Context: an optimization exercise on an open-source flow, tuned for small area and a short achievable clock period. The choices shown serve that exercise and are no tape-out recipe.
No functional check of the RTL was part of any run shown here.
No activity file was given, so power comes from the tool's default toggle rates.

## flow/design.v (module list and top-level ports; edited modules follow where they fit)
// module residual_block: 996 lines
module residual_block (
    input clk,
    input rst,
    input start,
    output reg done,
    input  signed [127:0] input_tensor,
    input  [7:0]  conv1_weights_flat,
    input  [7:0]  conv1_bias_flat,
    input  [31:0] conv2_weights_flat,
    input  [7:0]  conv2_bias_flat,
    input  [7:0]  conv3_weights_flat,
    input  [7:0]  conv3_bias_flat,
    input  [7:0]  conv_shortcut_weights_flat,
    input  [7:0]  conv_shortcut_bias_flat,
    output reg signed [71:0] output_tensor
);
  // ...
==> flow/run.sh <==
#!/bin/bash
# synth_recipe.tcl (not shown) runs the flow's synth.tcl, then flattens the netlist and writes it again
# the make line also repeats each setting of config.mk as NAME=value (left out here)
make -C /OpenROAD-flow-scripts/flow DESIGN_CONFIG=/design/flow/config.mk WORK_HOME=/design/flow/orfs CLKGATE_MAP_FILE= SYNTH_SCRIPT=/design/flow/synth_recipe.tcl finish
==> flow/config.mk <==
export PLATFORM = sky130hd
export DESIGN_NAME = residual_block
export DESIGN_NICKNAME = residual_block
export VERILOG_FILES = /design/flow/design.v
export SDC_FILE = /design/flow/constraint.sdc
export NUM_CORES = 4
export LEC_CHECK = 0
export ABC_CLOCK_PERIOD_IN_PS = 3500
export CAP_MARGIN = 20
export CORE_MARGIN = 2
export CORE_UTILIZATION = 40
export CTS_BUF_LIST = sky130_fd_sc_hd__clkbuf_4 sky130_fd_sc_hd__clkbuf_8
export SLEW_MARGIN = 20
==> flow/constraint.sdc <==
create_clock -name core_clock -period 10.0 [get_ports {clk}]
set_input_delay 2.0000 -clock core_clock [delete_from_list [all_inputs] [get_ports {clk}]]
set_output_delay 2.0000 -clock core_clock [all_outputs]
set_load 0.01 [all_outputs]
==> impl_metrics.tcl, run 1 <==
set metrics [dict create \
    synth_edf_count 72 \
    ys.flop_type "dfxtp_1" \
    grt_pass1_vias 13400 \
    drt-wirelength-per-cell_um 19.8 \
    largest_register_ffs 72 \
    power_mw 8.34 \
    cts_buffer_depth 3 \
    clock_sinks 289 \
    p_comb_frac 0.568 \
    max_freq_mhz 226 \
    clockRootBuffer "clkbuf_8" \
    dp.cells 2433 \
    fin_nets 2349 \
    comb_power_mw 4.74 \
    period_share 0.443 \
    r2r_setup_slack_ns 5.57 \
    status "no timing/DRC/antenna violations" \
    switching_share 0.406 \
    fin_crit_ns 4.43 \
    postLayoutCoreUtil 0.508 \
    drc 0 \
    inv_count 200 \
    crit_slowest_cell "dfxtp_1" \
    drv_slew 0 \
    seq_area_frac 0.276 \
    final_area_sq_um 23700 \
    regArea_sq_um 6530 \
    yosys.area_share.simple 0.122 \
    synth_compound_area_frac 0.0141 \
    placed_area_sq_um 22500 \
    drt_iter0_markers 621 \
    fp.dieH_um 222 \
    synth_area_leader_cell "dfxtp_1" \
    multi_input_area_share 0.484 \
    r2r-end "Yr[7]$_DFF_P_" \
    synthTopCellsByCount "212 x dfxtp_1, 208 x fa_1, 203 x and2_1, 200 x inv_1, 172 x nand2_1" \
    portBuffers 291 \
    startpoint_type "flip-flop" \
    yosysTopAreaCellShare 0.224 \
    area_growth_pct 25.1 \
    fin_cells 2526 \
    antenna_found_initial 5 \
    core_sq_um 46700 \
    cts_tree "built" \
]
==> run 2, diff against run 1 <==
==> flow/design.v (replaced) <==
`timescale 1ns / 1ps
module residual_block (
    input clk,
    input rst,
    input start,
    output reg done,
    input  signed [127:0] input_tensor,
    input  [7:0]  conv1_weights_flat,
    input  [7:0]  conv1_bias_flat,
    input  [31:0] conv2_weights_flat,
    input  [7:0]  conv2_bias_flat,
    input  [7:0]  conv3_weights_flat,
    input  [7:0]  conv3_bias_flat,
    input  [7:0]  conv_shortcut_weights_flat,
    input  [7:0]  conv_shortcut_bias_flat,
    output reg signed [71:0] output_tensor
);
    reg [3:0] cnt;
    always @(posedge clk or posedge rst) begin
        if (rst) begin
            cnt  <= 4'd0;
            done <= 1'b0;
        end else if (!start) begin
            cnt  <= 4'd0;
            done <= 1'b0;
        end else begin
            if (cnt != 4'd11) cnt <= cnt + 4'd1;
            if (cnt == 4'd11) done <= 1'b1;
        end
    end
    wire [3:0] cnt_inc = (cnt != 4'd11) ? cnt + 4'd1 : cnt;
    reg [1:0] ohn, own;
    always @(*) begin
        case (cnt_inc)
            4'd0: begin ohn = 2'd0; own = 2'd0; end
            4'd1: begin ohn = 2'd0; own = 2'd1; end
            4'd2: begin ohn = 2'd0; own = 2'd2; end
            4'd3: begin ohn = 2'd1; own = 2'd0; end
            4'd4: begin ohn = 2'd1; own = 2'd1; end
            4'd5: begin ohn = 2'd1; own = 2'd2; end
            4'd6: begin ohn = 2'd2; own = 2'd0; end
            4'd7: begin ohn = 2'd2; own = 2'd1; end
            default: begin ohn = 2'd2; own = 2'd2; end
        endcase
    end
    reg hr0, hr1, hc0, hc1, ohp, owp;
    always @(posedge clk) begin
        hr0 <= start & (ohn != 2'd0);
        hr1 <= start & (ohn == 2'd2);
        hc0 <= start & (own != 2'd0);
        hc1 <= start & (own == 2'd2);
        ohp <= start & ohn[0];
        owp <= start & own[0];
    end
    reg [7:0] X0, X1, X2, X3, WR0, WR1, WR2, WR3;
    always @(posedge clk) begin
        X0  <= input_tensor[{hr0, 1'b0, hc0, 1'b0}*8 +: 8];
        X1  <= input_tensor[{hr0, 1'b0, hc1, 1'b1}*8 +: 8];
        X2  <= input_tensor[{hr1, 1'b1, hc0, 1'b0}*8 +: 8];
        X3  <= input_tensor[{hr1, 1'b1, hc1, 1'b1}*8 +: 8];
        WR0 <= conv2_weights_flat[{ohp, owp}*8 +: 8];
        WR1 <= conv2_weights_flat[{ohp, ~owp}*8 +: 8];
        WR2 <= conv2_weights_flat[{~ohp, owp}*8 +: 8];
        WR3 <= conv2_weights_flat[{~ohp, ~owp}*8 +: 8];
    end
    reg first;
    reg [3:0] xs_i;
    always @(posedge clk) begin
        first <= !start;
        xs_i  <= (cnt_inc >= 4'd9) ? 4'd8 : cnt_inc - 4'd1;
    end
    reg [7:0] w1r, w3r, b1r, wsr;
    always @(posedge clk) begin
        w1r <= conv1_weights_flat;
        w3r <= conv3_weights_flat;
        b1r <= conv1_bias_flat;
        wsr <= first ? conv3_weights_flat : conv_shortcut_weights_flat;
    end
    reg [7:0] Zr, swr;
    wire p1 = ~(w1r[0] & w3r[0]);
    wire p2 = ~(w1r[0] & w3r[1]);
    wire p3 = ~(w1r[0] & w3r[2]);
    wire p4 = ~(w1r[0] & w3r[3]);
    wire p5 = ~(w1r[0] & w3r[4]);
    wire p6 = ~(w1r[0] & w3r[5]);
    wire p7 = ~(w1r[0] & w3r[6]);
    wire p8 = ~(w1r[0] & w3r[7]);
    wire p9 = ~(w1r[1] & w3r[0]);
    wire p10 = ~(w1r[1] & w3r[1]);
    wire p11 = ~(w1r[1] & w3r[2]);
    wire p12 = ~(w1r[1] & w3r[3]);
    wire p13 = ~(w1r[1] & w3r[4]);
    wire p14 = ~(w1r[1] & w3r[5]);
    wire p15 = ~(w1r[1] & w3r[6]);
    wire p16 = ~(w1r[2] & w3r[0]);
    wire p17 = ~(w1r[2] & w3r[1]);
    wire p18 = ~(w1r[2] & w3r[2]);
    wire p19 = ~(w1r[2] & w3r[3]);
    wire p20 = ~(w1r[2] & w3r[4]);
    wire p21 = ~(w1r[2] & w3r[5]);
    wire p22 = ~(w1r[3] & w3r[0]);
    wire p23 = ~(w1r[3] & w3r[1]);
    wire p24 = ~(w1r[3] & w3r[2]);
    wire p25 = ~(w1r[3] & w3r[3]);
    wire p26 = ~(w1r[3] & w3r[4]);
    wire p27 = ~(w1r[4] & w3r[0]);
    wire p28 = ~(w1r[4] & w3r[1]);
    wire p29 = ~(w1r[4] & w3r[2]);
    wire p30 = ~(w1r[4] & w3r[3]);
    wire p31 = ~(w1r[5] & w3r[0]);
    wire p32 = ~(w1r[5] & w3r[1]);
    wire p33 = ~(w1r[5] & w3r[2]);
    wire p34 = ~(w1r[6] & w3r[0]);
    wire p35 = ~(w1r[6] & w3r[1]);
    wire p36 = ~(w1r[7] & w3r[0]);
    wire s37, c37;
    fa3 u37 (.a(p3), .b(p10), .c(p16), .s(s37), .co(c37));
    wire s38, c38;
    fa3 u38 (.a(p4), .b(p11), .c(p17), .s(s38), .co(c38));
    wire s39, c39;
    fa3 u39 (.a(p22), .b(c37), .c(s38), .s(s39), .co(c39));
    wire s40, c40;
    fa3 u40 (.a(p5), .b(p12), .c(p18), .s(s40), .co(c40));
    wire s41, c41;
    fa3 u41 (.a(p23), .b(p27), .c(c38), .s(s41), .co(c41));
    wire s42, c42;
    fa3 u42 (.a(s40), .b(c39), .c(s41), .s(s42), .co(c42));
    wire s43, c43;
    fa3 u43 (.a(p6), .b(p13), .c(p19), .s(s43), .co(c43));
    wire s44, c44;
    fa3 u44 (.a(p24), .b(p28), .c(p31), .s(s44), .co(c44));
    wire s45, c45;
    fa3 u45 (.a(c40), .b(s43), .c(s44), .s(s45), .co(c45));
    wire s46, c46;
    fa3 u46 (.a(c41), .b(s45), .c(c42), .s(s46), .co(c46));
    wire s47, c47;
    fa3 u47 (.a(p7), .b(p14), .c(p20), .s(s47), .co(c47));
    wire s48, c48;
    fa3 u48 (.a(p25), .b(p29), .c(p32), .s(s48), .co(c48));
    wire s49, c49;
    fa3 u49 (.a(p34), .b(c43), .c(c44), .s(s49), .co(c49));
    wire s50, c50;
    fa3 u50 (.a(s47), .b(s48), .c(c45), .s(s50), .co(c50));
    wire s51, c51;
    fa3 u51 (.a(s49), .b(s50), .c(c46), .s(s51), .co(c51));
    wire s52;
    xor2 u52 (.a(p8), .b(p15), .y(s52));
    wire s53;
    xor2 u53 (.a(p21), .b(p26), .y(s53));
    wire s54;
    xor2 u54 (.a(p30), .b(p33), .y(s54));
    wire s55;
    xor2 u55 (.a(p35), .b(p36), .y(s55));
    wire s56;
    xor2 u56 (.a(s52), .b(s53), .y(s56));
    wire s57;
    xor2 u57 (.a(s54), .b(s55), .y(s57));
    wire s58;
    xor2 u58 (.a(c47), .b(c48), .y(s58));
    wire s59;
    xor2 u59 (.a(s56), .b(s57), .y(s59));
    wire s60;
    xor2 u60 (.a(s58), .b(s59), .y(s60));
    wire s61;
    xor2 u61 (.a(c49), .b(s60), .y(s61));
    wire s62;
    xor2 u62 (.a(s61), .b(c50), .y(s62));
    reg [9:0] Wr;
    always @(posedge clk) Wr <= {c51, s62, s51, s46, s42, s39, s37, p9, p2, p1};
    wire p63 = ~(w3r[0] & b1r[0]);
    wire p64 = ~(w3r[0] & b1r[1]);
    wire p65 = ~(w3r[0] & b1r[2]);
    wire p66 = ~(w3r[0] & b1r[3]);
    wire p67 = ~(w3r[0] & b1r[4]);
    wire p68 = ~(w3r[0] & b1r[5]);
    wire p69 = ~(w3r[0] & b1r[6]);
    wire p70 = ~(w3r[0] & b1r[7]);
    wire p71 = ~(w3r[1] & b1r[0]);
    wire p72 = ~(w3r[1] & b1r[1]);
    wire p73 = ~(w3r[1] & b1r[2]);
    wire p74 = ~(w3r[1] & b1r[3]);
    wire p75 = ~(w3r[1] & b1r[4]);
    wire p76 = ~(w3r[1] & b1r[5]);
    wire p77 = ~(w3r[1] & b1r[6]);
    wire p78 = ~(w3r[2] & b1r[0]);
    wire p79 = ~(w3r[2] & b1r[1]);
    wire p80 = ~(w3r[2] & b1r[2]);
    wire p81 = ~(w3r[2] & b1r[3]);
    wire p82 = ~(w3r[2] & b1r[4]);
    wire p83 = ~(w3r[2] & b1r[5]);
    wire p84 = ~(w3r[3] & b1r[0]);
    wire p85 = ~(w3r[3] & b1r[1]);
    wire p86 = ~(w3r[3] & b1r[2]);
    wire p87 = ~(w3r[3] & b1r[3]);
    wire p88 = ~(w3r[3] & b1r[4]);
    wire p89 = ~(w3r[4] & b1r[0]);
    wire p90 = ~(w3r[4] & b1r[1]);
    wire p91 = ~(w3r[4] & b1r[2]);
    wire p92 = ~(w3r[4] & b1r[3]);
    wire p93 = ~(w3r[5] & b1r[0]);
    wire p94 = ~(w3r[5] & b1r[1]);
    wire p95 = ~(w3r[5] & b1r[2]);
    wire p96 = ~(w3r[6] & b1r[0]);
    wire p97 = ~(w3r[6] & b1r[1]);
    wire p98 = ~(w3r[7] & b1r[0]);
    wire n99 = ~p68;
    wire n100 = ~(p69 ^ p76);
    wire n101 = p69 | p76;
    wire s102, c102;
    ha2 u102 (.a(p82), .b(p87), .s(s102), .co(c102));
    wire n103 = ~p70;
    wire s104;
    xor2 u104 (.a(p77), .b(p83), .y(s104));
    wire s105;
    xor2 u105 (.a(p88), .b(p92), .y(s105));
    wire s106;
    xor2 u106 (.a(p95), .b(p97), .y(s106));
    wire n107 = ~p66;
    wire n108 = ~(p67 ^ p74);
    wire n109 = p67 | p74;
    wire s110, c110;
    ha2 u110 (.a(p80), .b(p85), .s(s110), .co(c110));
    wire s111, c111;
    fa3 u111 (.a(p75), .b(p81), .c(p86), .s(s111), .co(c111));
    wire s112, c112;
    fa3 u112 (.a(p90), .b(p93), .c(n99), .s(s112), .co(c112));
    wire s113, c113;
    fa3 u113 (.a(p68), .b(p91), .c(p94), .s(s113), .co(c113));
    wire s114, c114;
    fa3 u114 (.a(p96), .b(n100), .c(s102), .s(s114), .co(c114));
    wire s115;
    xor2 u115 (.a(p98), .b(n103), .y(s115));
    wire s116;
    xor2 u116 (.a(n101), .b(c102), .y(s116));
    wire s117;
    xor2 u117 (.a(s104), .b(s105), .y(s117));
    wire n118 = ~p65;
    wire s119, c119;
    fa3 u119 (.a(p73), .b(p79), .c(p84), .s(s119), .co(c119));
    wire s120, c120;
    fa3 u120 (.a(p66), .b(p89), .c(n108), .s(s120), .co(c120));
    wire s121, c121;
    fa3 u121 (.a(n109), .b(c110), .c(s111), .s(s121), .co(c121));
    wire s122, c122;
    fa3 u122 (.a(c111), .b(c112), .c(s113), .s(s122), .co(c122));
    wire s123;
    xor2 u123 (.a(s106), .b(s115), .y(s123));
    wire s124;
    xor2 u124 (.a(c113), .b(s116), .y(s124));
    wire s125;
    xor2 u125 (.a(s117), .b(c114), .y(s125));
    wire n126 = ~p64;
    wire s127, c127;
    fa3 u127 (.a(p72), .b(p78), .c(n118), .s(s127), .co(c127));
    wire s128, c128;
    fa3 u128 (.a(p65), .b(n107), .c(s119), .s(s128), .co(c128));
    wire s129, c129;
    fa3 u129 (.a(s110), .b(c119), .c(s120), .s(s129), .co(c129));
    wire s130, c130;
    fa3 u130 (.a(s112), .b(c120), .c(s121), .s(s130), .co(c130));
    wire s131, c131;
    fa3 u131 (.a(s114), .b(c121), .c(s122), .s(s131), .co(c131));
    wire s132;
    xor2 u132 (.a(s123), .b(s124), .y(s132));
    wire s133;
    xor2 u133 (.a(c122), .b(s125), .y(s133));
    wire s134;
    xor2 u134 (.a(s132), .b(s133), .y(s134));
    wire [7:0] Z_n_a = {s134, c130, c129, c128, c127, p64, p71, p63};
    wire [7:0] Z_n_b = {c131, s131, s130, s129, s128, s127, n126, 1'b0};
    wire [7:0] Z_n = ~(Z_n_a + Z_n_b);
    wire [7:0] sw_n = WR0 + WR1 + WR2 + WR3;
    always @(posedge clk) begin Zr <= Z_n; swr <= sw_n; end
    wire p135 = ~(X0[0] & WR0[0]);
    wire p136 = ~(X0[0] & WR0[1]);
    wire p137 = ~(X0[0] & WR0[2]);
    wire p138 = ~(X0[0] & WR0[3]);
    wire p139 = ~(X0[0] & WR0[4]);
    wire p140 = ~(X0[0] & WR0[5]);
    wire p141 = ~(X0[0] & WR0[6]);
    wire p142 = ~(X0[0] & WR0[7]);
    wire p143 = ~(X0[1] & WR0[0]);
    wire p144 = ~(X0[1] & WR0[1]);
    wire p145 = ~(X0[1] & WR0[2]);
    wire p146 = ~(X0[1] & WR0[3]);
    wire p147 = ~(X0[1] & WR0[4]);
    wire p148 = ~(X0[1] & WR0[5]);
    wire p149 = ~(X0[1] & WR0[6]);
    wire p150 = ~(X0[2] & WR0[0]);
    wire p151 = ~(X0[2] & WR0[1]);
    wire p152 = ~(X0[2] & WR0[2]);
    wire p153 = ~(X0[2] & WR0[3]);
    wire p154 = ~(X0[2] & WR0[4]);
    wire p155 = ~(X0[2] & WR0[5]);
    wire p156 = ~(X0[3] & WR0[0]);
    wire p157 = ~(X0[3] & WR0[1]);
    wire p158 = ~(X0[3] & WR0[2]);
    wire p159 = ~(X0[3] & WR0[3]);
    wire p160 = ~(X0[3] & WR0[4]);
    wire p161 = ~(X0[4] & WR0[0]);
    wire p162 = ~(X0[4] & WR0[1]);
    wire p163 = ~(X0[4] & WR0[2]);
    wire p164 = ~(X0[4] & WR0[3]);
    wire p165 = ~(X0[5] & WR0[0]);
    wire p166 = ~(X0[5] & WR0[1]);
    wire p167 = ~(X0[5] & WR0[2]);
    wire p168 = ~(X0[6] & WR0[0]);
    wire p169 = ~(X0[6] & WR0[1]);
    wire p170 = ~(X0[7] & WR0[0]);
    wire p171 = ~(X1[0] & WR1[0]);
    wire p172 = ~(X1[0] & WR1[1]);
    wire p173 = ~(X1[0] & WR1[2]);
    wire p174 = ~(X1[0] & WR1[3]);
    wire p175 = ~(X1[0] & WR1[4]);
    wire p176 = ~(X1[0] & WR1[5]);
    wire p177 = ~(X1[0] & WR1[6]);
    wire p178 = ~(X1[0] & WR1[7]);
    wire p179 = ~(X1[1] & WR1[0]);
    wire p180 = ~(X1[1] & WR1[1]);
    wire p181 = ~(X1[1] & WR1[2]);
    wire p182 = ~(X1[1] & WR1[3]);
    wire p183 = ~(X1[1] & WR1[4]);
    wire p184 = ~(X1[1] & WR1[5]);
    wire p185 = ~(X1[1] & WR1[6]);
    wire p186 = ~(X1[2] & WR1[0]);
    wire p187 = ~(X1[2] & WR1[1]);
    wire p188 = ~(X1[2] & WR1[2]);
    wire p189 = ~(X1[2] & WR1[3]);
    wire p190 = ~(X1[2] & WR1[4]);
    wire p191 = ~(X1[2] & WR1[5]);
    wire p192 = ~(X1[3] & WR1[0]);
    wire p193 = ~(X1[3] & WR1[1]);
    wire p194 = ~(X1[3] & WR1[2]);
    wire p195 = ~(X1[3] & WR1[3]);
    wire p196 = ~(X1[3] & WR1[4]);
    wire p197 = ~(X1[4] & WR1[0]);
    wire p198 = ~(X1[4] & WR1[1]);
    wire p199 = ~(X1[4] & WR1[2]);
    wire p200 = ~(X1[4] & WR1[3]);
    wire p201 = ~(X1[5] & WR1[0]);
    wire p202 = ~(X1[5] & WR1[1]);
    wire p203 = ~(X1[5] & WR1[2]);
    wire p204 = ~(X1[6] & WR1[0]);
    wire p205 = ~(X1[6] & WR1[1]);
    wire p206 = ~(X1[7] & WR1[0]);
    wire p207 = ~(X2[0] & WR2[0]);
    wire p208 = ~(X2[0] & WR2[1]);
    wire p209 = ~(X2[0] & WR2[2]);
    wire p210 = ~(X2[0] & WR2[3]);
    wire p211 = ~(X2[0] & WR2[4]);
    wire p212 = ~(X2[0] & WR2[5]);
    wire p213 = ~(X2[0] & WR2[6]);
    wire p214 = ~(X2[0] & WR2[7]);
    wire p215 = ~(X2[1] & WR2[0]);
    wire p216 = ~(X2[1] & WR2[1]);
    wire p217 = ~(X2[1] & WR2[2]);
    wire p218 = ~(X2[1] & WR2[3]);
    wire p219 = ~(X2[1] & WR2[4]);
    wire p220 = ~(X2[1] & WR2[5]);
    wire p221 = ~(X2[1] & WR2[6]);
    wire p222 = ~(X2[2] & WR2[0]);
    wire p223 = ~(X2[2] & WR2[1]);
    wire p224 = ~(X2[2] & WR2[2]);
    wire p225 = ~(X2[2] & WR2[3]);
    wire p226 = ~(X2[2] & WR2[4]);
    wire p227 = ~(X2[2] & WR2[5]);
    wire p228 = ~(X2[3] & WR2[0]);
    wire p229 = ~(X2[3] & WR2[1]);
    wire p230 = ~(X2[3] & WR2[2]);
    wire p231 = ~(X2[3] & WR2[3]);
    wire p232 = ~(X2[3] & WR2[4]);
    wire p233 = ~(X2[4] & WR2[0]);
    wire p234 = ~(X2[4] & WR2[1]);
    wire p235 = ~(X2[4] & WR2[2]);
    wire p236 = ~(X2[4] & WR2[3]);
    wire p237 = ~(X2[5] & WR2[0]);
    wire p238 = ~(X2[5] & WR2[1]);
    wire p239 = ~(X2[5] & WR2[2]);
    wire p240 = ~(X2[6] & WR2[0]);
    wire p241 = ~(X2[6] & WR2[1]);
    wire p242 = ~(X2[7] & WR2[0]);
    wire p243 = ~(X3[0] & WR3[0]);
    wire p244 = ~(X3[0] & WR3[1]);
    wire p245 = ~(X3[0] & WR3[2]);
    wire p246 = ~(X3[0] & WR3[3]);
    wire p247 = ~(X3[0] & WR3[4]);
    wire p248 = ~(X3[0] & WR3[5]);
    wire p249 = ~(X3[0] & WR3[6]);
    wire p250 = ~(X3[0] & WR3[7]);
    wire p251 = ~(X3[1] & WR3[0]);
    wire p252 = ~(X3[1] & WR3[1]);
    wire p253 = ~(X3[1] & WR3[2]);
    wire p254 = ~(X3[1] & WR3[3]);
    wire p255 = ~(X3[1] & WR3[4]);
    wire p256 = ~(X3[1] & WR3[5]);
    wire p257 = ~(X3[1] & WR3[6]);
    wire p258 = ~(X3[2] & WR3[0]);
    wire p259 = ~(X3[2] & WR3[1]);
    wire p260 = ~(X3[2] & WR3[2]);
    wire p261 = ~(X3[2] & WR3[3]);
    wire p262 = ~(X3[2] & WR3[4]);
    wire p263 = ~(X3[2] & WR3[5]);
    wire p264 = ~(X3[3] & WR3[0]);
    wire p265 = ~(X3[3] & WR3[1]);
    wire p266 = ~(X3[3] & WR3[2]);
    wire p267 = ~(X3[3] & WR3[3]);
    wire p268 = ~(X3[3] & WR3[4]);
    wire p269 = ~(X3[4] & WR3[0]);
    wire p270 = ~(X3[4] & WR3[1]);
    wire p271 = ~(X3[4] & WR3[2]);
    wire p272 = ~(X3[4] & WR3[3]);
    wire p273 = ~(X3[5] & WR3[0]);
    wire p274 = ~(X3[5] & WR3[1]);
    wire p275 = ~(X3[5] & WR3[2]);
    wire p276 = ~(X3[6] & WR3[0]);
    wire p277 = ~(X3[6] & WR3[1]);
    wire p278 = ~(X3[7] & WR3[0]);
    wire s279, c279;
    fa3 u279 (.a(p135), .b(p171), .c(p207), .s(s279), .co(c279));
    wire s280, c280;
    fa3 u280 (.a(p136), .b(p143), .c(p172), .s(s280), .co(c280));
    wire s281, c281;
    fa3 u281 (.a(p179), .b(p208), .c(p215), .s(s281), .co(c281));
    wire s282, c282;
    fa3 u282 (.a(p244), .b(p251), .c(c279), .s(s282), .co(c282));
    wire s283, c283;
    fa3 u283 (.a(s280), .b(s281), .c(s282), .s(s283), .co(c283));
    wire s284, c284;
    fa3 u284 (.a(p137), .b(p144), .c(p150), .s(s284), .co(c284));
    wire s285, c285;
    fa3 u285 (.a(p173), .b(p180), .c(p186), .s(s285), .co(c285));
    wire s286, c286;
    fa3 u286 (.a(p209), .b(p216), .c(p222), .s(s286), .co(c286));
    wire s287, c287;
    fa3 u287 (.a(p245), .b(p252), .c(p258), .s(s287), .co(c287));
    wire s288, c288;
    fa3 u288 (.a(c280), .b(c281), .c(s284), .s(s288), .co(c288));
    wire s289, c289;
    fa3 u289 (.a(s285), .b(s286), .c(s287), .s(s289), .co(c289));
    wire s290, c290;
    fa3 u290 (.a(c282), .b(s288), .c(s289), .s(s290), .co(c290));
    wire s291, c291;
    fa3 u291 (.a(p138), .b(p145), .c(p151), .s(s291), .co(c291));
    wire s292, c292;
    fa3 u292 (.a(p156), .b(p174), .c(p181), .s(s292), .co(c292));
    wire s293, c293;
    fa3 u293 (.a(p187), .b(p192), .c(p210), .s(s293), .co(c293));
    wire s294, c294;
    fa3 u294 (.a(p217), .b(p223), .c(p228), .s(s294), .co(c294));
    wire s295, c295;
    fa3 u295 (.a(p246), .b(p253), .c(p259), .s(s295), .co(c295));
    wire s296, c296;
    fa3 u296 (.a(p264), .b(c284), .c(c285), .s(s296), .co(c296));
    wire s297, c297;
    fa3 u297 (.a(c286), .b(c287), .c(s291), .s(s297), .co(c297));
    wire s298, c298;
    fa3 u298 (.a(s292), .b(s293), .c(s294), .s(s298), .co(c298));
    wire s299, c299;
    fa3 u299 (.a(s295), .b(c288), .c(c289), .s(s299), .co(c299));
    wire s300, c300;
    fa3 u300 (.a(s296), .b(s297), .c(s298), .s(s300), .co(c300));
    wire s301, c301;
    fa3 u301 (.a(c290), .b(s299), .c(s300), .s(s301), .co(c301));
    wire s302, c302;
    fa3 u302 (.a(p139), .b(p146), .c(p152), .s(s302), .co(c302));
    wire s303, c303;
    fa3 u303 (.a(p157), .b(p161), .c(p175), .s(s303), .co(c303));
    wire s304, c304;
    fa3 u304 (.a(p182), .b(p188), .c(p193), .s(s304), .co(c304));
    wire s305, c305;
    fa3 u305 (.a(p197), .b(p211), .c(p218), .s(s305), .co(c305));
    wire s306, c306;
    fa3 u306 (.a(p224), .b(p229), .c(p233), .s(s306), .co(c306));
    wire s307, c307;
    fa3 u307 (.a(p247), .b(p254), .c(p260), .s(s307), .co(c307));
    wire s308, c308;
    fa3 u308 (.a(p265), .b(p269), .c(c291), .s(s308), .co(c308));
    wire s309, c309;
    fa3 u309 (.a(c292), .b(c293), .c(c294), .s(s309), .co(c309));
    wire s310, c310;
    fa3 u310 (.a(c295), .b(s302), .c(s303), .s(s310), .co(c310));
    wire s311, c311;
    fa3 u311 (.a(s304), .b(s305), .c(s306), .s(s311), .co(c311));
    wire s312, c312;
    fa3 u312 (.a(s307), .b(c296), .c(c297), .s(s312), .co(c312));
    wire s313, c313;
    fa3 u313 (.a(c298), .b(s308), .c(s309), .s(s313), .co(c313));
    wire s314, c314;
    fa3 u314 (.a(s310), .b(s311), .c(c299), .s(s314), .co(c314));
    wire s315, c315;
    fa3 u315 (.a(c300), .b(s312), .c(s313), .s(s315), .co(c315));
    wire s316, c316;
    fa3 u316 (.a(s314), .b(c301), .c(s315), .s(s316), .co(c316));
    wire s317, c317;
    fa3 u317 (.a(p140), .b(p147), .c(p153), .s(s317), .co(c317));
    wire s318, c318;
    fa3 u318 (.a(p158), .b(p162), .c(p165), .s(s318), .co(c318));
    wire s319, c319;
    fa3 u319 (.a(p176), .b(p183), .c(p189), .s(s319), .co(c319));
    wire s320, c320;
    fa3 u320 (.a(p194), .b(p198), .c(p201), .s(s320), .co(c320));
    wire s321, c321;
    fa3 u321 (.a(p212), .b(p219), .c(p225), .s(s321), .co(c321));
    wire s322, c322;
    fa3 u322 (.a(p230), .b(p234), .c(p237), .s(s322), .co(c322));
    wire s323, c323;
    fa3 u323 (.a(p248), .b(p255), .c(p261), .s(s323), .co(c323));
    wire s324, c324;
    fa3 u324 (.a(p266), .b(p270), .c(p273), .s(s324), .co(c324));
    wire s325, c325;
    fa3 u325 (.a(c302), .b(c303), .c(c304), .s(s325), .co(c325));
    wire s326, c326;
    fa3 u326 (.a(c305), .b(c306), .c(c307), .s(s326), .co(c326));
    wire s327, c327;
    fa3 u327 (.a(s317), .b(s318), .c(s319), .s(s327), .co(c327));
    wire s328, c328;
    fa3 u328 (.a(s320), .b(s321), .c(s322), .s(s328), .co(c328));
    wire s329, c329;
    fa3 u329 (.a(s323), .b(s324), .c(c308), .s(s329), .co(c329));
    wire s330, c330;
    fa3 u330 (.a(c309), .b(c310), .c(c311), .s(s330), .co(c330));
    wire s331, c331;
    fa3 u331 (.a(s325), .b(s326), .c(s327), .s(s331), .co(c331));
    wire s332, c332;
    fa3 u332 (.a(s328), .b(c312), .c(c313), .s(s332), .co(c332));
    wire s333, c333;
    fa3 u333 (.a(s329), .b(s330), .c(s331), .s(s333), .co(c333));
    wire s334, c334;
    fa3 u334 (.a(c314), .b(c315), .c(s332), .s(s334), .co(c334));
    wire s335, c335;
    fa3 u335 (.a(p141), .b(p148), .c(p154), .s(s335), .co(c335));
    wire s336, c336;
    fa3 u336 (.a(p159), .b(p163), .c(p166), .s(s336), .co(c336));
    wire s337, c337;
    fa3 u337 (.a(p168), .b(p177), .c(p184), .s(s337), .co(c337));
    wire s338, c338;
    fa3 u338 (.a(p190), .b(p195), .c(p199), .s(s338), .co(c338));
    wire s339, c339;
    fa3 u339 (.a(p202), .b(p204), .c(p213), .s(s339), .co(c339));
    wire s340, c340;
    fa3 u340 (.a(p220), .b(p226), .c(p231), .s(s340), .co(c340));
    wire s341, c341;
    fa3 u341 (.a(p235), .b(p238), .c(p240), .s(s341), .co(c341));
    wire s342, c342;
    fa3 u342 (.a(p249), .b(p256), .c(p262), .s(s342), .co(c342));
    wire s343, c343;
    fa3 u343 (.a(p267), .b(p271), .c(p274), .s(s343), .co(c343));
    wire s344, c344;
    fa3 u344 (.a(p276), .b(c317), .c(c318), .s(s344), .co(c344));
    wire s345, c345;
    fa3 u345 (.a(c319), .b(c320), .c(c321), .s(s345), .co(c345));
    wire s346, c346;
    fa3 u346 (.a(c322), .b(c323), .c(c324), .s(s346), .co(c346));
    wire s347, c347;
    fa3 u347 (.a(s335), .b(s336), .c(s337), .s(s347), .co(c347));
    wire s348, c348;
    fa3 u348 (.a(s338), .b(s339), .c(s340), .s(s348), .co(c348));
    wire s349, c349;
    fa3 u349 (.a(s341), .b(s342), .c(s343), .s(s349), .co(c349));
    wire s350, c350;
    fa3 u350 (.a(c325), .b(c326), .c(c327), .s(s350), .co(c350));
    wire s351, c351;
    fa3 u351 (.a(c328), .b(s344), .c(s345), .s(s351), .co(c351));
    wire s352, c352;
    fa3 u352 (.a(s346), .b(s347), .c(s348), .s(s352), .co(c352));
    wire s353, c353;
    fa3 u353 (.a(s349), .b(c329), .c(c330), .s(s353), .co(c353));
    wire s354, c354;
    fa3 u354 (.a(c331), .b(s350), .c(s351), .s(s354), .co(c354));
    wire s355, c355;
    fa3 u355 (.a(s352), .b(c332), .c(s353), .s(s355), .co(c355));
    wire s356;
    xor2 u356 (.a(p142), .b(p149), .y(s356));
    wire s357;
    xor2 u357 (.a(p155), .b(p160), .y(s357));
    wire s358;
    xor2 u358 (.a(p164), .b(p167), .y(s358));
    wire s359;
    xor2 u359 (.a(p169), .b(p170), .y(s359));
    wire s360;
    xor2 u360 (.a(p178), .b(p185), .y(s360));
    wire s361;
    xor2 u361 (.a(p191), .b(p196), .y(s361));
    wire s362;
    xor2 u362 (.a(p200), .b(p203), .y(s362));
    wire s363;
    xor2 u363 (.a(p205), .b(p206), .y(s363));
    wire s364;
    xor2 u364 (.a(p214), .b(p221), .y(s364));
    wire s365;
    xor2 u365 (.a(p227), .b(p232), .y(s365));
    wire s366;
    xor2 u366 (.a(p236), .b(p239), .y(s366));
    wire s367;
    xor2 u367 (.a(p241), .b(p242), .y(s367));
    wire s368;
    xor2 u368 (.a(p250), .b(p257), .y(s368));
    wire s369;
    xor2 u369 (.a(p263), .b(p268), .y(s369));
    wire s370;
    xor2 u370 (.a(p272), .b(p275), .y(s370));
    wire s371;
    xor2 u371 (.a(p277), .b(p278), .y(s371));
    wire s372;
    xor2 u372 (.a(s356), .b(s357), .y(s372));
    wire s373;
    xor2 u373 (.a(s358), .b(s359), .y(s373));
    wire s374;
    xor2 u374 (.a(s360), .b(s361), .y(s374));
    wire s375;
    xor2 u375 (.a(s362), .b(s363), .y(s375));
    wire s376;
    xor2 u376 (.a(s364), .b(s365), .y(s376));
    wire s377;
    xor2 u377 (.a(s366), .b(s367), .y(s377));
    wire s378;
    xor2 u378 (.a(s368), .b(s369), .y(s378));
    wire s379;
    xor2 u379 (.a(s370), .b(s371), .y(s379));
    wire s380;
    xor2 u380 (.a(c335), .b(c336), .y(s380));
    wire s381;
    xor2 u381 (.a(c337), .b(c338), .y(s381));
    wire s382;
    xor2 u382 (.a(c339), .b(c340), .y(s382));
    wire s383;
    xor2 u383 (.a(c341), .b(c342), .y(s383));
    wire s384;
    xor2 u384 (.a(c343), .b(s372), .y(s384));
    wire s385;
    xor2 u385 (.a(s373), .b(s374), .y(s385));
    wire s386;
    xor2 u386 (.a(s375), .b(s376), .y(s386));
    wire s387;
    xor2 u387 (.a(s377), .b(s378), .y(s387));
    wire s388;
    xor2 u388 (.a(s379), .b(s380), .y(s388));
    wire s389;
    xor2 u389 (.a(s381), .b(s382), .y(s389));
    wire s390;
    xor2 u390 (.a(s383), .b(s384), .y(s390));
    wire s391;
    xor2 u391 (.a(s385), .b(s386), .y(s391));
    wire s392;
    xor2 u392 (.a(s387), .b(c344), .y(s392));
    wire s393;
    xor2 u393 (.a(c345), .b(c346), .y(s393));
    wire s394;
    xor2 u394 (.a(s388), .b(s389), .y(s394));
    wire s395;
    xor2 u395 (.a(s390), .b(s391), .y(s395));
    wire s396;
    xor2 u396 (.a(c347), .b(c348), .y(s396));
    wire s397;
    xor2 u397 (.a(c349), .b(s392), .y(s397));
    wire s398;
    xor2 u398 (.a(s393), .b(s394), .y(s398));
    wire s399;
    xor2 u399 (.a(s395), .b(s396), .y(s399));
    wire s400;
    xor2 u400 (.a(s397), .b(s398), .y(s400));
    wire s401;
    xor2 u401 (.a(c350), .b(c351), .y(s401));
    wire s402;
    xor2 u402 (.a(s399), .b(c352), .y(s402));
    wire s403;
    xor2 u403 (.a(s400), .b(s401), .y(s403));
    wire s404;
    xor2 u404 (.a(s402), .b(c353), .y(s404));
    wire s405;
    xor2 u405 (.a(s403), .b(c354), .y(s405));
    wire s406;
    xor2 u406 (.a(s404), .b(s405), .y(s406));
    reg [15:0] S2;
    always @(posedge clk) S2 <= {s406, c355, s355, c334, s354, c333, s334, c316, s333, s316, s301, s290, c283, s283, s279, p243};
    reg [7:0] XS;
    always @(posedge clk) XS <= first ? conv2_bias_flat : input_tensor[xs_i*8 +: 8];
    wire n407 = ~S2[10];
    wire n408 = ~S2[7];
    wire s409, c409;
    fa3 u409 (.a(S2[11]), .b(S2[12]), .c(S2[13]), .s(s409), .co(c409));
    wire n410 = ~S2[10];
    wire s411;
    xor2 u411 (.a(S2[14]), .b(S2[15]), .y(s411));
    wire n412 = ~S2[0];
    wire n413 = ~S2[2];
    wire s414, c414;
    ha2 u414 (.a(S2[3]), .b(S2[4]), .s(s414), .co(c414));
    wire n415 = ~S2[5];
    wire n416 = ~S2[6];
    wire s417, c417;
    fa3 u417 (.a(S2[8]), .b(S2[9]), .c(n408), .s(s417), .co(c417));
    wire s418, c418;
    fa3 u418 (.a(S2[7]), .b(n407), .c(s409), .s(s418), .co(c418));
    wire s419;
    xor2 u419 (.a(n410), .b(s411), .y(s419));
    wire s420;
    xor2 u420 (.a(c409), .b(s419), .y(s420));
    wire [7:0] S_a = {s420, c417, S2[6], S2[5], n415, S2[2], S2[0], S2[1]};
    wire [7:0] S_b = {c418, s418, s417, n416, c414, s414, n413, n412};
    wire [7:0] S = ~(S_a + S_b);
    wire n421 = ~Wr[1];
    wire n422 = ~Wr[3];
    wire n423 = ~Wr[4];
    wire n424 = ~Wr[5];
    wire n425 = ~Wr[6];
    wire n426 = ~Wr[7];
    wire n427 = ~Wr[8];
    wire s428;
    xor2 u428 (.a(Wr[7]), .b(Wr[9]), .y(s428));
    wire [7:0] Wv_a = {s428, Wr[6], Wr[5], Wr[4], Wr[3], Wr[1], Wr[2], Wr[0]};
    wire [7:0] Wv_b = {n427, n426, n425, n424, n423, n422, n421, 1'b0};
    wire [7:0] Wv = ~(Wv_a + Wv_b);
    wire p429 = ~(Wv[0] & S[0]);
    wire p430 = ~(Wv[0] & S[1]);
    wire p431 = ~(Wv[0] & S[2]);
    wire p432 = ~(Wv[0] & S[3]);
    wire p433 = ~(Wv[0] & S[4]);
    wire p434 = ~(Wv[0] & S[5]);
    wire p435 = ~(Wv[0] & S[6]);
    wire p436 = ~(Wv[0] & S[7]);
    wire p437 = ~(Wv[1] & S[0]);
    wire p438 = ~(Wv[1] & S[1]);
    wire p439 = ~(Wv[1] & S[2]);
    wire p440 = ~(Wv[1] & S[3]);
    wire p441 = ~(Wv[1] & S[4]);
    wire p442 = ~(Wv[1] & S[5]);
    wire p443 = ~(Wv[1] & S[6]);
    wire p444 = ~(Wv[2] & S[0]);
    wire p445 = ~(Wv[2] & S[1]);
    wire p446 = ~(Wv[2] & S[2]);
    wire p447 = ~(Wv[2] & S[3]);
    wire p448 = ~(Wv[2] & S[4]);
    wire p449 = ~(Wv[2] & S[5]);
    wire p450 = ~(Wv[3] & S[0]);
    wire p451 = ~(Wv[3] & S[1]);
    wire p452 = ~(Wv[3] & S[2]);
    wire p453 = ~(Wv[3] & S[3]);
    wire p454 = ~(Wv[3] & S[4]);
    wire p455 = ~(Wv[4] & S[0]);
    wire p456 = ~(Wv[4] & S[1]);
    wire p457 = ~(Wv[4] & S[2]);
    wire p458 = ~(Wv[4] & S[3]);
    wire p459 = ~(Wv[5] & S[0]);
    wire p460 = ~(Wv[5] & S[1]);
    wire p461 = ~(Wv[5] & S[2]);
    wire p462 = ~(Wv[6] & S[0]);
    wire p463 = ~(Wv[6] & S[1]);
    wire p464 = ~(Wv[7] & S[0]);
    wire s465, c465;
    fa3 u465 (.a(p431), .b(p438), .c(p444), .s(s465), .co(c465));
    wire s466, c466;
    fa3 u466 (.a(p432), .b(p439), .c(p445), .s(s466), .co(c466));
    wire s467, c467;
    fa3 u467 (.a(p450), .b(c465), .c(s466), .s(s467), .co(c467));
    wire s468, c468;
    fa3 u468 (.a(p433), .b(p440), .c(p446), .s(s468), .co(c468));
    wire s469, c469;
    fa3 u469 (.a(p451), .b(p455), .c(c466), .s(s469), .co(c469));
    wire s470, c470;
    ha2 u470 (.a(s468), .b(c467), .s(s470), .co(c470));
    wire s471, c471;
    fa3 u471 (.a(p434), .b(p441), .c(p447), .s(s471), .co(c471));
    wire s472, c472;
    fa3 u472 (.a(p452), .b(p456), .c(p459), .s(s472), .co(c472));
    wire s473, c473;
    fa3 u473 (.a(c468), .b(s471), .c(s472), .s(s473), .co(c473));
    wire s474, c474;
    ha2 u474 (.a(c469), .b(s473), .s(s474), .co(c474));
    wire s475, c475;
    fa3 u475 (.a(p435), .b(p442), .c(p448), .s(s475), .co(c475));
    wire s476, c476;
    fa3 u476 (.a(p453), .b(p457), .c(p460), .s(s476), .co(c476));
    wire s477, c477;
    fa3 u477 (.a(p462), .b(c471), .c(c472), .s(s477), .co(c477));
    wire s478;
    xor2 u478 (.a(p436), .b(p443), .y(s478));
    wire s479;
    xor2 u479 (.a(p449), .b(p454), .y(s479));
    wire s480;
    xor2 u480 (.a(p458), .b(p461), .y(s480));
    wire s481;
    xor2 u481 (.a(p463), .b(p464), .y(s481));
    wire s482;
    xor2 u482 (.a(s478), .b(s479), .y(s482));
    wire s483;
    xor2 u483 (.a(s480), .b(s481), .y(s483));
    wire s484;
    xor2 u484 (.a(c475), .b(c476), .y(s484));
    wire s485;
    xor2 u485 (.a(s482), .b(s483), .y(s485));
    wire s486;
    xor2 u486 (.a(s484), .b(s485), .y(s486));
    reg [15:0] T3;
    always @(posedge clk) T3 <= {s486, c477, c474, s477, c473, s476, s475, s474, c470, s470, s469, s467, s465, p437, p430, p429};
    wire [7:0] uadd = (cnt == 4'd1) ? conv3_bias_flat : conv_shortcut_bias_flat;
    wire p487 = ~(wsr[0] & XS[0]);
    wire p488 = ~(wsr[0] & XS[1]);
    wire p489 = ~(wsr[0] & XS[2]);
    wire p490 = ~(wsr[0] & XS[3]);
    wire p491 = ~(wsr[0] & XS[4]);
    wire p492 = ~(wsr[0] & XS[5]);
    wire p493 = ~(wsr[0] & XS[6]);
    wire p494 = ~(wsr[0] & XS[7]);
    wire p495 = ~(wsr[1] & XS[0]);
    wire p496 = ~(wsr[1] & XS[1]);
    wire p497 = ~(wsr[1] & XS[2]);
    wire p498 = ~(wsr[1] & XS[3]);
    wire p499 = ~(wsr[1] & XS[4]);
    wire p500 = ~(wsr[1] & XS[5]);
    wire p501 = ~(wsr[1] & XS[6]);
    wire p502 = ~(wsr[2] & XS[0]);
    wire p503 = ~(wsr[2] & XS[1]);
    wire p504 = ~(wsr[2] & XS[2]);
    wire p505 = ~(wsr[2] & XS[3]);
    wire p506 = ~(wsr[2] & XS[4]);
    wire p507 = ~(wsr[2] & XS[5]);
    wire p508 = ~(wsr[3] & XS[0]);
    wire p509 = ~(wsr[3] & XS[1]);
    wire p510 = ~(wsr[3] & XS[2]);
    wire p511 = ~(wsr[3] & XS[3]);
    wire p512 = ~(wsr[3] & XS[4]);
    wire p513 = ~(wsr[4] & XS[0]);
    wire p514 = ~(wsr[4] & XS[1]);
    wire p515 = ~(wsr[4] & XS[2]);
    wire p516 = ~(wsr[4] & XS[3]);
    wire p517 = ~(wsr[5] & XS[0]);
    wire p518 = ~(wsr[5] & XS[1]);
    wire p519 = ~(wsr[5] & XS[2]);
    wire p520 = ~(wsr[6] & XS[0]);
    wire p521 = ~(wsr[6] & XS[1]);
    wire p522 = ~(wsr[7] & XS[0]);
    wire n523 = ~uadd[0];
    wire n524 = ~uadd[1];
    wire n525 = ~uadd[2];
    wire n526 = ~uadd[3];
    wire n527 = ~uadd[4];
    wire n528 = ~uadd[5];
    wire n529 = ~uadd[6];
    wire n530 = ~uadd[7];
    wire s531, c531;
    fa3 u531 (.a(p488), .b(p495), .c(n524), .s(s531), .co(c531));
    wire s532, c532;
    fa3 u532 (.a(p489), .b(p496), .c(p502), .s(s532), .co(c532));
    wire s533, c533;
    ha2 u533 (.a(s532), .b(n525), .s(s533), .co(c533));
    wire s534, c534;
    fa3 u534 (.a(p490), .b(p497), .c(p503), .s(s534), .co(c534));
    wire s535, c535;
    fa3 u535 (.a(p508), .b(c532), .c(s534), .s(s535), .co(c535));
    wire s536, c536;
    fa3 u536 (.a(s535), .b(n526), .c(c533), .s(s536), .co(c536));
    wire s537, c537;
    fa3 u537 (.a(p491), .b(p498), .c(p504), .s(s537), .co(c537));
    wire s538, c538;
    fa3 u538 (.a(p509), .b(p513), .c(c534), .s(s538), .co(c538));
    wire s539, c539;
    fa3 u539 (.a(s537), .b(c535), .c(s538), .s(s539), .co(c539));
    wire s540, c540;
    ha2 u540 (.a(s539), .b(n527), .s(s540), .co(c540));
    wire s541, c541;
    fa3 u541 (.a(p492), .b(p499), .c(p505), .s(s541), .co(c541));
    wire s542, c542;
    fa3 u542 (.a(p510), .b(p514), .c(p517), .s(s542), .co(c542));
    wire s543, c543;
    fa3 u543 (.a(c537), .b(s541), .c(s542), .s(s543), .co(c543));
    wire s544, c544;
    fa3 u544 (.a(c538), .b(s543), .c(c539), .s(s544), .co(c544));
    wire s545, c545;
    fa3 u545 (.a(s544), .b(n528), .c(c540), .s(s545), .co(c545));
    wire s546, c546;
    fa3 u546 (.a(p493), .b(p500), .c(p506), .s(s546), .co(c546));
    wire s547, c547;
    fa3 u547 (.a(p511), .b(p515), .c(p518), .s(s547), .co(c547));
    wire s548, c548;
    fa3 u548 (.a(p520), .b(c541), .c(c542), .s(s548), .co(c548));
    wire s549, c549;
    fa3 u549 (.a(s546), .b(s547), .c(c543), .s(s549), .co(c549));
    wire s550, c550;
    fa3 u550 (.a(s548), .b(s549), .c(c544), .s(s550), .co(c550));
    wire s551, c551;
    ha2 u551 (.a(n529), .b(s550), .s(s551), .co(c551));
    wire s552;
    xor2 u552 (.a(p494), .b(p501), .y(s552));
    wire s553;
    xor2 u553 (.a(p507), .b(p512), .y(s553));
    wire s554;
    xor2 u554 (.a(p516), .b(p519), .y(s554));
    wire s555;
    xor2 u555 (.a(p521), .b(p522), .y(s555));
    wire s556;
    xor2 u556 (.a(s552), .b(s553), .y(s556));
    wire s557;
    xor2 u557 (.a(s554), .b(s555), .y(s557));
    wire s558;
    xor2 u558 (.a(c546), .b(c547), .y(s558));
    wire s559;
    xor2 u559 (.a(s556), .b(s557), .y(s559));
    wire s560;
    xor2 u560 (.a(s558), .b(s559), .y(s560));
    wire s561;
    xor2 u561 (.a(c548), .b(s560), .y(s561));
    wire s562;
    xor2 u562 (.a(s561), .b(c549), .y(s562));
    wire s563;
    xor2 u563 (.a(s562), .b(n530), .y(s563));
    wire s564;
    xor2 u564 (.a(c550), .b(s563), .y(s564));
    reg [12:0] U3;
    always @(posedge clk) U3 <= {s564, c551, c545, s551, s545, c536, s540, s536, c531, s533, s531, n523, p487};
    wire p565 = ~(Zr[0] & swr[0]);
    wire p566 = ~(Zr[0] & swr[1]);
    wire p567 = ~(Zr[0] & swr[2]);
    wire p568 = ~(Zr[0] & swr[3]);
    wire p569 = ~(Zr[0] & swr[4]);
    wire p570 = ~(Zr[0] & swr[5]);
    wire p571 = ~(Zr[0] & swr[6]);
    wire p572 = ~(Zr[0] & swr[7]);
    wire p573 = ~(Zr[1] & swr[0]);
    wire p574 = ~(Zr[1] & swr[1]);
    wire p575 = ~(Zr[1] & swr[2]);
    wire p576 = ~(Zr[1] & swr[3]);
    wire p577 = ~(Zr[1] & swr[4]);
    wire p578 = ~(Zr[1] & swr[5]);
    wire p579 = ~(Zr[1] & swr[6]);
    wire p580 = ~(Zr[2] & swr[0]);
    wire p581 = ~(Zr[2] & swr[1]);
    wire p582 = ~(Zr[2] & swr[2]);
    wire p583 = ~(Zr[2] & swr[3]);
    wire p584 = ~(Zr[2] & swr[4]);
    wire p585 = ~(Zr[2] & swr[5]);
    wire p586 = ~(Zr[3] & swr[0]);
    wire p587 = ~(Zr[3] & swr[1]);
    wire p588 = ~(Zr[3] & swr[2]);
    wire p589 = ~(Zr[3] & swr[3]);
    wire p590 = ~(Zr[3] & swr[4]);
    wire p591 = ~(Zr[4] & swr[0]);
    wire p592 = ~(Zr[4] & swr[1]);
    wire p593 = ~(Zr[4] & swr[2]);
    wire p594 = ~(Zr[4] & swr[3]);
    wire p595 = ~(Zr[5] & swr[0]);
    wire p596 = ~(Zr[5] & swr[1]);
    wire p597 = ~(Zr[5] & swr[2]);
    wire p598 = ~(Zr[6] & swr[0]);
    wire p599 = ~(Zr[6] & swr[1]);
    wire p600 = ~(Zr[7] & swr[0]);
    wire s601, c601;
    fa3 u601 (.a(U3[0]), .b(U3[1]), .c(p565), .s(s601), .co(c601));
    wire s602, c602;
    fa3 u602 (.a(U3[2]), .b(p566), .c(p573), .s(s602), .co(c602));
    wire s603, c603;
    fa3 u603 (.a(U3[3]), .b(U3[4]), .c(p567), .s(s603), .co(c603));
    wire s604, c604;
    fa3 u604 (.a(p574), .b(p580), .c(c602), .s(s604), .co(c604));
    wire s605, c605;
    fa3 u605 (.a(U3[5]), .b(p568), .c(p575), .s(s605), .co(c605));
    wire s606, c606;
    fa3 u606 (.a(p581), .b(p586), .c(c603), .s(s606), .co(c606));
    wire s607, c607;
    fa3 u607 (.a(s605), .b(c604), .c(s606), .s(s607), .co(c607));
    wire s608, c608;
    fa3 u608 (.a(U3[6]), .b(U3[7]), .c(p569), .s(s608), .co(c608));
    wire s609, c609;
    fa3 u609 (.a(p576), .b(p582), .c(p587), .s(s609), .co(c609));
    wire s610, c610;
    fa3 u610 (.a(p591), .b(c605), .c(s608), .s(s610), .co(c610));
    wire s611, c611;
    fa3 u611 (.a(s609), .b(c606), .c(s610), .s(s611), .co(c611));
    wire s612, c612;
    fa3 u612 (.a(U3[8]), .b(p570), .c(p577), .s(s612), .co(c612));
    wire s613, c613;
    fa3 u613 (.a(p583), .b(p588), .c(p592), .s(s613), .co(c613));
    wire s614, c614;
    fa3 u614 (.a(p595), .b(c608), .c(c609), .s(s614), .co(c614));
    wire s615, c615;
    fa3 u615 (.a(s612), .b(s613), .c(c610), .s(s615), .co(c615));
    wire s616, c616;
    fa3 u616 (.a(s614), .b(c611), .c(s615), .s(s616), .co(c616));
    wire s617, c617;
    fa3 u617 (.a(U3[9]), .b(U3[10]), .c(p571), .s(s617), .co(c617));
    wire s618, c618;
    fa3 u618 (.a(p578), .b(p584), .c(p589), .s(s618), .co(c618));
    wire s619, c619;
    fa3 u619 (.a(p593), .b(p596), .c(p598), .s(s619), .co(c619));
    wire s620, c620;
    fa3 u620 (.a(c612), .b(c613), .c(s617), .s(s620), .co(c620));
    wire s621, c621;
    fa3 u621 (.a(s618), .b(s619), .c(c614), .s(s621), .co(c621));
    wire s622, c622;
    fa3 u622 (.a(s620), .b(c615), .c(s621), .s(s622), .co(c622));
    wire s623;
    xor2 u623 (.a(U3[11]), .b(U3[12]), .y(s623));
    wire s624;
    xor2 u624 (.a(p572), .b(p579), .y(s624));
    wire s625;
    xor2 u625 (.a(p585), .b(p590), .y(s625));
    wire s626;
    xor2 u626 (.a(p594), .b(p597), .y(s626));
    wire s627;
    xor2 u627 (.a(p599), .b(p600), .y(s627));
    wire s628;
    xor2 u628 (.a(s623), .b(s624), .y(s628));
    wire s629;
    xor2 u629 (.a(s625), .b(s626), .y(s629));
    wire s630;
    xor2 u630 (.a(s627), .b(c617), .y(s630));
    wire s631;
    xor2 u631 (.a(c618), .b(c619), .y(s631));
    wire s632;
    xor2 u632 (.a(s628), .b(s629), .y(s632));
    wire s633;
    xor2 u633 (.a(s630), .b(s631), .y(s633));
    wire s634;
    xor2 u634 (.a(s632), .b(s633), .y(s634));
    wire s635;
    xor2 u635 (.a(c620), .b(s634), .y(s635));
    wire s636;
    xor2 u636 (.a(c621), .b(s635), .y(s636));
    reg [12:0] Cp;
    always @(posedge clk) if (cnt == 4'd2) Cp <= {c622, s636, s622, c616, s616, s611, c607, s607, s604, s603, s602, c601, s601};
    wire n637 = ~(T3[9] ^ T3[10]);
    wire n638 = T3[9] | T3[10];
    wire n639 = ~T3[5];
    wire n640 = ~T3[7];
    wire s641, c641;
    fa3 u641 (.a(T3[11]), .b(T3[12]), .c(T3[13]), .s(s641), .co(c641));
    wire s642, c642;
    ha2 u642 (.a(Cp[9]), .b(Cp[10]), .s(s642), .co(c642));
    wire n643 = ~T3[14];
    wire s644;
    xor2 u644 (.a(T3[15]), .b(Cp[11]), .y(s644));
    wire s645;
    xor2 u645 (.a(Cp[12]), .b(n638), .y(s645));
    wire s646, c646;
    ha2 u646 (.a(T3[1]), .b(T3[2]), .s(s646), .co(c646));
    wire n647 = ~(T3[3] ^ Cp[3]);
    wire n648 = T3[3] | Cp[3];
    wire n649 = ~T3[4];
    wire s650, c650;
    fa3 u650 (.a(T3[6]), .b(Cp[6]), .c(Cp[7]), .s(s650), .co(c650));
    wire s651, c651;
    fa3 u651 (.a(T3[5]), .b(T3[8]), .c(Cp[8]), .s(s651), .co(c651));
    wire s652, c652;
    fa3 u652 (.a(T3[7]), .b(n637), .c(s642), .s(s652), .co(c652));
    wire s653;
    xor2 u653 (.a(n643), .b(c642), .y(s653));
    wire s654;
    xor2 u654 (.a(s644), .b(c641), .y(s654));
    wire n655 = ~T3[0];
    wire s656, c656;
    fa3 u656 (.a(Cp[1]), .b(Cp[2]), .c(s646), .s(s656), .co(c656));
    wire s657, c657;
    fa3 u657 (.a(Cp[4]), .b(c646), .c(n647), .s(s657), .co(c657));
    wire s658, c658;
    fa3 u658 (.a(Cp[5]), .b(n649), .c(n648), .s(s658), .co(c658));
    wire s659, c659;
    fa3 u659 (.a(T3[4]), .b(n639), .c(s650), .s(s659), .co(c659));
    wire s660, c660;
    fa3 u660 (.a(n640), .b(c650), .c(s651), .s(s660), .co(c660));
    wire s661, c661;
    fa3 u661 (.a(c651), .b(s641), .c(s652), .s(s661), .co(c661));
    wire s662;
    xor2 u662 (.a(s653), .b(s645), .y(s662));
    wire s663;
    xor2 u663 (.a(s654), .b(c652), .y(s663));
    wire s664;
    xor2 u664 (.a(s662), .b(s663), .y(s664));
    wire [7:0] T_a = {s664, c660, c659, c658, c657, s657, T3[0], Cp[0]};
    wire [7:0] T_b = {c661, s661, s660, s659, s658, c656, s656, n655};
    wire [7:0] T = ~(T_a + T_b);
    wire n665 = ~T3[9];
    wire n666 = ~T3[5];
    wire s667, c667;
    fa3 u667 (.a(T3[10]), .b(T3[11]), .c(T3[12]), .s(s667), .co(c667));
    wire s668, c668;
    ha2 u668 (.a(T3[13]), .b(Cp[9]), .s(s668), .co(c668));
    wire n669 = ~T3[9];
    wire s670;
    xor2 u670 (.a(T3[14]), .b(T3[15]), .y(s670));
    wire s671;
    xor2 u671 (.a(Cp[11]), .b(Cp[12]), .y(s671));
    wire s672;
    xor2 u672 (.a(U3[11]), .b(U3[12]), .y(s672));
    wire n673 = ~T3[0];
    wire s674, c674;
    fa3 u674 (.a(T3[1]), .b(T3[2]), .c(Cp[1]), .s(s674), .co(c674));
    wire n675 = ~(T3[3] ^ Cp[3]);
    wire n676 = T3[3] | Cp[3];
    wire s677, c677;
    ha2 u677 (.a(Cp[4]), .b(U3[3]), .s(s677), .co(c677));
    wire n678 = ~(T3[4] ^ Cp[5]);
    wire n679 = T3[4] | Cp[5];
    wire s680, c680;
    fa3 u680 (.a(T3[6]), .b(Cp[6]), .c(Cp[7]), .s(s680), .co(c680));
    wire s681, c681;
    ha2 u681 (.a(U3[6]), .b(U3[7]), .s(s681), .co(c681));
    wire n682 = ~(T3[5] ^ T3[7]);
    wire n683 = T3[5] | T3[7];
    wire s684, c684;
    fa3 u684 (.a(T3[8]), .b(Cp[8]), .c(U3[8]), .s(s684), .co(c684));
    wire s685, c685;
    fa3 u685 (.a(Cp[10]), .b(U3[9]), .c(U3[10]), .s(s685), .co(c685));
    wire s686, c686;
    fa3 u686 (.a(n665), .b(s668), .c(s667), .s(s686), .co(c686));
    wire s687;
    xor2 u687 (.a(n669), .b(c668), .y(s687));
    wire s688;
    xor2 u688 (.a(s670), .b(s671), .y(s688));
    wire s689;
    xor2 u689 (.a(s672), .b(c667), .y(s689));
    wire s690, c690;
    ha2 u690 (.a(Cp[0]), .b(U3[0]), .s(s690), .co(c690));
    wire s691, c691;
    fa3 u691 (.a(T3[0]), .b(Cp[2]), .c(U3[2]), .s(s691), .co(c691));
    wire s692, c692;
    fa3 u692 (.a(U3[4]), .b(n675), .c(s677), .s(s692), .co(c692));
    wire s693, c693;
    fa3 u693 (.a(U3[5]), .b(n676), .c(c677), .s(s693), .co(c693));
    wire s694, c694;
    fa3 u694 (.a(n666), .b(n679), .c(s681), .s(s694), .co(c694));
    wire s695, c695;
    fa3 u695 (.a(c681), .b(n682), .c(c680), .s(s695), .co(c695));
    wire s696, c696;
    fa3 u696 (.a(n683), .b(c684), .c(s685), .s(s696), .co(c696));
    wire s697;
    xor2 u697 (.a(c685), .b(s687), .y(s697));
    wire s698;
    xor2 u698 (.a(s688), .b(s689), .y(s698));
    wire s699, c699;
    ha2 u699 (.a(U3[1]), .b(n673), .s(s699), .co(c699));
    wire s700, c700;
    fa3 u700 (.a(c690), .b(s691), .c(s674), .s(s700), .co(c700));
    wire s701, c701;
    fa3 u701 (.a(c691), .b(c674), .c(s692), .s(s701), .co(c701));
    wire s702, c702;
    fa3 u702 (.a(n678), .b(s693), .c(c692), .s(s702), .co(c702));
    wire s703, c703;
    fa3 u703 (.a(s680), .b(c693), .c(s694), .s(s703), .co(c703));
    wire s704, c704;
    fa3 u704 (.a(s684), .b(c694), .c(s695), .s(s704), .co(c704));
    wire s705, c705;
    fa3 u705 (.a(c695), .b(s696), .c(s686), .s(s705), .co(c705));
    wire s706;
    xor2 u706 (.a(s697), .b(s698), .y(s706));
    wire s707;
    xor2 u707 (.a(c696), .b(c686), .y(s707));
    wire s708;
    xor2 u708 (.a(s706), .b(s707), .y(s708));
    wire [7:0] TU_a = {s708, c704, c703, c702, c701, c700, c699, s690};
    wire [7:0] TU_b = {c705, s705, s704, s703, s702, s701, s700, s699};
    wire [7:0] TU = ~(TU_a + TU_b);
    wire [7:0] Um1_a = {U3[11], U3[9], U3[8], U3[6], U3[5], U3[3], U3[2], U3[0]};
    wire [7:0] Um1_b = {U3[12], U3[10], 1'b0, U3[7], 1'b0, U3[4], 1'b0, U3[1]};
    wire [7:0] Um1 = ~(Um1_a + Um1_b);
    wire [7:0] O = T[7] ? Um1 : TU;
    reg shift;
    always @(posedge clk) shift <= start & !done & (cnt != 4'd11) & (cnt_inc >= 4'd4);
    always @(posedge clk) output_tensor[71:64] <= O;
    always @(posedge clk)
        if (shift) output_tensor[63:0] <= output_tensor[71:8];
endmodule
module fa3 (input a, input b, input c, output s, output co);
    assign s  = a ^ b ^ c;
    assign co = (a & b) | (a & c) | (b & c);
endmodule
module ha2 (input a, input b, output s, output co);
    assign s  = a ^ b;
    assign co = a & b;
endmodule
module xor2 (input a, input b, output y);
    assign y = a ^ b;
endmodule
==> flow/flow/run.sh (new file) <==
#!/bin/bash
set -euo pipefail
export BUFFER_PORTS_ARGS="-buffer_cell sky130_fd_sc_hd__buf_1"
export SETUP_SLACK_MARGIN=6.9
export TNS_END_PERCENT=0
bash standard.sh > standard_flow.log 2>&1
==> flow/standard.sh (new file) <==
#!/bin/bash
# synth_recipe.tcl (not shown) runs the flow's synth.tcl, then flattens the netlist and writes it again
# the make line also repeats each setting of config.mk as NAME=value (left out here)
make -C /OpenROAD-flow-scripts/flow DESIGN_CONFIG=/design/flow/config.mk WORK_HOME=/design/flow/orfs CLKGATE_MAP_FILE= SYNTH_SCRIPT=/design/flow/synth_recipe.tcl "${@:-finish}"
==> flow/config.mk (replaced) <==
export PLATFORM = sky130hd
export DESIGN_NAME = residual_block
export DESIGN_NICKNAME = residual_block
export VERILOG_FILES = /design/flow/design.v
export SDC_FILE = /design/flow/constraint.sdc
export NUM_CORES = 4
export LEC_CHECK = 0
export CAP_MARGIN = 20
export CORE_MARGIN = 2
export CORE_UTILIZATION = 65
export CTS_CLUSTER_DIAMETER = 150
export CTS_CLUSTER_SIZE = 24
export SLEW_MARGIN = 20
export SYNTH_HIERARCHICAL = 1
removed: flow/run.sh
==> impl_metrics.tcl, run 2 <==
set metrics [dict create \
    status "no timing/DRC/antenna violations" \
    yosysWarnings 7 \
    synth_edf_count 77 \
    clock_sinks 277 \
    fin_nets 2281 \
    cts_tree "built" \
    ys.flop_type "dfxtp_1" \
    rsz0062_at_grt "yes" \
    crit_slowest_cell "fa_1" \
    critPathMostFrequentCell "fa_1" \
    fp.dieH_um 172 \
    drc 0 \
    cp_data_arrival_time_ns 3.66 \
    max_freq_mhz 306 \
    drv_slew 0 \
    yosys_register_bits 277 \
    area_growth_pct 10.3 \
    clockRootBuffer "clkbuf_16" \
    layout_commonest_cell "nand2_1" \
    min_path_cells 0 \
    synth_area_sq_um 18300 \
    vias 12300 \
    fin_cells 2173 \
    synth_top_family_by_area "adder cells" \
    viasPerCell 5.67 \
    path_clk_slew_ns 0.10 \
    drive_gt1_frac 0.0971 \
    r2r_setup_slack_ns 6.73 \
    largest_register_ffs 72 \
    syn_nets 2022 \
    skew_ns 0.0207 \
    max_stage_delay_ns 0.58 \
    synthArstFlopShare 0.0181 \
    drt-wirelength-per-cell_um 20.5 \
    die_w_um 172 \
    reg_top3 "output_tensor (72), S2 (16), T3 (16)" \
    period_share 0.327 \
    switching_share 0.454 \
    worst-setup-path-type "reg -> reg" \
    setup_viol 0 \
    antenna_found_initial 3 \
    grt_usage 0.311 \
    dpl_worst_slack_ns 6.66 \
    dp.cells 2144 \
    worst_pin_slew_ns 0.982 \
    yosysTopAreaCellShare 0.224 \
    drt_iter0_markers 677 \
    crit_family "adder cells" \
    yosys.area_share.simple 0.0982 \
    synthTopCellsByCount "304 x nand2_1, 205 x fa_1, 195 x dfxtp_1, 144 x xor2_1, 99 x inv_1" \
    p_comb_frac 0.704 \
    powerDensity_nw_per_um2 424 \
    seqPwrFrac 0.221 \
    grt_pass1_wl_mm 68.5 \
    portBuffers 291 \
    end_kind "flip-flop" \
    startpoint_type "flip-flop" \
    min_to "output_tensor[58]$_DFFE_PP_" \
    fin_crit_ns 3.27 \
    cts_buffer_depth 3 \
    core_sq_um 27800 \
    path_cells "nand2_1 > fa_1 > fa_1 > fa_1 > fa_1 > fa_1" \
    cp.required_ns 10.39 \
    wl_mm 44.4 \
    ys_types 46 \
    synth.area.mux_share 0.135 \
    r2r-end "S2[6]$_DFF_P_" \
    synth_compound_area_frac 0.0315 \
    grt_pass1_vias 12900 \
    dr.pass1.iters 5 \
    synth_area_leader_cell "fa_1" \
]
run 2: cell count changes in the layout (fill, tap and decap cells not counted), sizes merged, moves of 100 or more:
cell           change
and2             -195
buf              +291
clkdlybuf4s50    -291
inv              -100
nand2            +131
xnor2            -117
run 2: cells by family after synthesis:
| family | count (synthesis) |
|---|---|
| compound gates | 85 |
| fa+ha+maj | 276 |
| xor+xnor | 174 |
| mux | 126 |
| buf+inv | 156 |
| simple gates | 433 |
| flops | 277 |
run 2: power by group through the flow:
stage,Sequential (mW),Clock (mW),Combinational (mW)
after floorplan,1.75,0,4.56
after global routing,1.93,0.696,6.74
after detailed placement,1.92,0,5.86
final,1.89,0.642,6.04
after CTS,1.90,0.657,6.02
after global placement,1.91,0,5.69
run 2: per-layer routing:
metal	global-route usage	wire length (um)	vias up
met5	0	0	-
met4	0.132	1980	0
met3	0.0423	2800	94
met2	0.558	22900	549
met1	0.377	16800	6095
li1	-	-	5592
run 2: worst register-to-register path, cell delays in order (launching register included):
cell	delay, ns
dfxtp_1	0.54
nand2_1	0.14
fa_1	0.56
fa_1	0.46
fa_1	0.46
fa_1	0.58
fa_1	0.42
run 2: worst max-delay path by stage:
stage	from	end	slack [ns]	cells past startpoint
after global routing	T3[9]$_DFF_P_	output_tensor[65]$_DFF_P_	6.59	12
after CTS	T3[9]$_DFF_P_	output_tensor[68]$_DFF_P_	6.78	11
final	X0[1]$_DFF_P_	S2[6]$_DFF_P_	6.73	6
after detailed placement	X0[0]$_DFF_P_	S2[6]$_DFF_P_	6.66	6
after floorplan	w3r[1]$_DFF_P_	Zr[7]$_DFF_P_	6.86	10
after global placement	T3[10]$_DFF_P_	output_tensor[68]$_DFF_P_	6.74	11
run 2: cell type report:
cell class,instances,area [sq um]
Tap cell,378,473
Inverter,100,375
Fill cell,2054,7570
Sequential cell,277,6370
Clock inverter,2,25.0
Clock buffer,21,398
Antenna cell,3,7.51
Timing Repair Buffer,298,1140
Multi-Input combinational cell,1094,11400
run 2: modules after synthesis, one instance, submodules excluded:
module	cells	cell area, sq um	flops+latches	copies in the design
xor2	1	8.76	0	132
ha2	1	12.5	0	15
residual_block	1193	13200	277	1
fa3	1	20.0	0	187
run 2: stage by stage:
step / utilization / area [sq um] / total power [mW]
after floorplan: - / 18300 / 6.31
after global placement: 0.709 / 19700 / 7.60
after detailed placement: 0.709 / 19700 / 7.78
after CTS: 0.727 / 20200 / 8.58
after global routing: 0.727 / 20200 / 9.36
final: 0.727 / 20200 / 8.57
run 2: repair_timing:
action	4_1_cts	5_1_grt
buffers inserted	3	0
cloned	0	0
resized for setup	17	3
endpoints found under the setup margin	22	47
pin swaps	2	0

what the ideal ports hide:
The flow's constraints put no driver on any port. The routed layouts listed below were extracted and timed again, unchanged, in two steps.
Step 1, drivers: a clkbuf_16 drives clk and a buf_2 each remaining input, both assumed.
Step 2, shift: input delay + t, output delay - t, t = (earliest + latest rising clock arrival at the registers) / 2. This alone moves slack from input paths to output paths.
Slacks: no drivers / after step 1 / after step 2; pairs: no drivers / after step 1.
| run | t, ns | slack for setup (ns) | worst setup path after step 2 |
|---|---|---|---|
| run 1 | 0.652 | 5.566 / 5.566 / 5.340 | input to register |
| run 2 | 0.548 | 6.730 / 6.730 / 6.730 | register to register |
After both steps setup and hold are still met in every run listed. For run 1, which loses most, drivers alone change the setup slack by 0.000 ns; drivers and shift together by -0.226 ns.
